Background: an optimization exercise with open tools, aiming at small area and a short achievable clock period. Do not read the settings as production practice.
Function was checked by simulation only, so behaviour that the tests miss may differ from the original.
No activity file was given, so power comes from the tool's default toggle rates.

==> trial 17 <==
## systolic_2x2
module systolic_2x2 #(parameter DATA_TYPE = 3'b011) (
    input clk,
    input rst,
    input load_in,
    input [31:0] row_in_row0, row_in_row1,
    input [31:0] col_in_col0, col_in_col1,
    output [63:0] result_row00, result_row01, result_row10, result_row11,
    output carry_00, carry_01, carry_10, carry_11,
    output reg done,
    output reg valid_op
);
export LEC_CHECK = 0
export CAP_MARGIN = 20
export CELL_PAD_IN_SITES_DETAIL_PLACEMENT = 1
export CORE_MARGIN = 2
export CORE_UTILIZATION = 35
export CTS_CLUSTER_DIAMETER = 70
export CTS_CLUSTER_SIZE = 24
export PLACE_DENSITY = 0.5
export SETUP_SLACK_MARGIN = 2.5
export SLEW_MARGIN = 60
create_clock -name core_clock -period 5.0 [get_ports {clk}]
standard.sh (not shown) runs the stock make flow with config.mk's settings and CLKGATE_MAP_FILE= SYNTH_SCRIPT=/design/flow/synth_recipe.tcl, a recipe that flattens the netlist after the stock synthesis.
==> flow/flow/run.sh <==
#!/bin/bash
# Own layout flow: the standard flow, except in synthesis:
#  - the prefix adder modules (pfx_*) and the tree's full/half adder modules
#    (fa3, ha2) are kept apart until the design is flattened at the end;
#  - ABC maps the accumulator adder, the other prefix adders and the rest of the
#    design with the scripts named in MY_ABC_PLAN / MY_ABC_MAIN below.
#  - clock tree synthesis adds no dummy loads (CTS_ARGS below).
# Every register, and everything else, is the standard flow's.
set -euo pipefail
W=$(pwd)
F=$W/flow
KEEP="pfx_car33 pfx_add64pg pfx_sum65 fa3 ha2"
# CTS as the standard flow runs it (same clustering as config.mk), without the
# dummy loads it adds at the tree's leaves
CTS="-sink_clustering_enable -repair_clock_nets -sink_clustering_size 24 -sink_clustering_max_diameter 70 -dont_use_dummy_load"
# same make call as standard.sh, with our synthesis script in place of synth_recipe.tcl
sed -e "s#SYNTH_SCRIPT=[^ ]*synth_recipe.tcl#SYNTH_SCRIPT=$W/my_synth.tcl#" \
    -e "s#CLKGATE_MAP_FILE= #CLKGATE_MAP_FILE= 'SYNTH_KEEP_MODULES=$KEEP' 'CTS_ARGS=$CTS' #" standard.sh > my_standard.sh
grep -q "SYNTH_SCRIPT=$W/my_synth.tcl" my_standard.sh
grep -q "SYNTH_KEEP_MODULES=" my_standard.sh
grep -q "CTS_ARGS=" my_standard.sh
sed "s#@FLOW_SYNTH@#$W/synth_recipe.tcl#" $F/my_synth.tcl.in > $W/my_synth.tcl
export MY_FLOW=$F
export MY_ABC_PLAN="adder_fast.abc pfx_sum65 adder_fast.abc pfx_car33 adder.abc pfx_add64pg"
export MY_ABC_MAIN=main.abc
bash my_standard.sh synth > $W/synth.log 2>&1
bash my_standard.sh finish > $W/layout.log 2>&1
test -f out/final.def
==> flow/flow/adder.abc <==
strash
dch
map -D 1600
buffer -c
topo
upsize -c
dnsize -c
==> flow/flow/adder_fast.abc <==
strash
dch
map
buffer -c
topo
upsize -c
dnsize -c
==> flow/flow/main.abc <==
strash
dch
map -D 2000
buffer -c
topo
upsize -c
dnsize -c
==> flow/flow/my_synth.tcl.in <==
# synth_recipe.tcl, with other ABC scripts: the prefix adders first (the
# accumulator's with its own script), then the rest of the design
proc abc {args} {
  set i [lsearch -exact $args -script]
  foreach {script mods} $::env(MY_ABC_PLAN) {
    set a $args
    lset a [expr {$i + 1}] $::env(MY_FLOW)/$script
    puts "own flow: abc with $script on $mods"
    yosys abc {*}$a {*}$mods
  }
  set a $args
  lset a [expr {$i + 1}] $::env(MY_FLOW)/$::env(MY_ABC_MAIN)
  puts "own flow: abc with $::env(MY_ABC_MAIN) on the rest"
  yosys abc {*}$a
}
source @FLOW_SYNTH@
==> trial 15: changes against trial 17 <==
--- a/flow/flow/run.sh
+++ b/flow/flow/run.sh
@@ -14,3 +14,3 @@
 # dummy loads it adds at the tree's leaves
-CTS="-sink_clustering_enable -repair_clock_nets -sink_clustering_size 24 -sink_clustering_max_diameter 70 -dont_use_dummy_load"
+CTS="-sink_clustering_enable -repair_clock_nets -sink_clustering_size 28 -sink_clustering_max_diameter 80 -dont_use_dummy_load"
 # same make call as standard.sh, with our synthesis script in place of synth_recipe.tcl
- CORE_UTILIZATION: 35 -> 45
- CTS_CLUSTER_DIAMETER: 70 -> 80
- CTS_CLUSTER_SIZE: 24 -> 28
- PLACE_DENSITY: 0.5 -> 0.55
- SETUP_SLACK_MARGIN: 2.5 -> 2.4
- SLEW_MARGIN: 60 -> 45
==> impl_results.md <==
* Status: complete, no violations
* Leak Pwr at 124 nW
* Reg power frac at between 50% and 60%
* Die area at 0.719 mm²
* Clock latency on the worst-skew pair at around 1.2 ns
* RR Endpoint: pe00.pe_result[46]$_SDFFE_PP0P_
* Met1 Wirelength at 340000 µm
That was trial 17.
==> impl_results.md <==
* Status: complete, no violations
* Die area at 0.560 mm²
* Reg power frac at between 50% and 60%
* Met1 Wirelength at 312000 µm
* Clock latency on the worst-skew pair at approximately 1.1 ns
That was trial 15.

==> re-timing with driven ports <==
How much do the figures lean on ideal ports? The routed layouts below were timed once more, with nothing changed but the port constraints. Step 1: set_driving_cell puts a clkbuf_16 on clk and a buf_2 on each other input, an assumption about the parent block. Step 2, shift: input delay + t, output delay - t, t = (earliest + latest rising clock arrival at the registers) / 2. This alone moves slack from input paths to output paths. Three values: ideal, step 1, step 2; two values: the first two.
| run | t, ns | slack for setup (ns) | clock arrival spread, ns |
|---|---|---|---|
| trial 17 | 1.170 | 2.306 / 2.204 / 1.619 | 0.220 / 0.220 |
| trial 15 | 1.112 | 2.363 / 2.268 / 1.646 | 0.131 / 0.131 |
After both steps every run listed still meets setup and hold. The setup slack of trial 15, which loses most, moves by -0.095 ns with the drivers and by -0.717 ns with both steps.
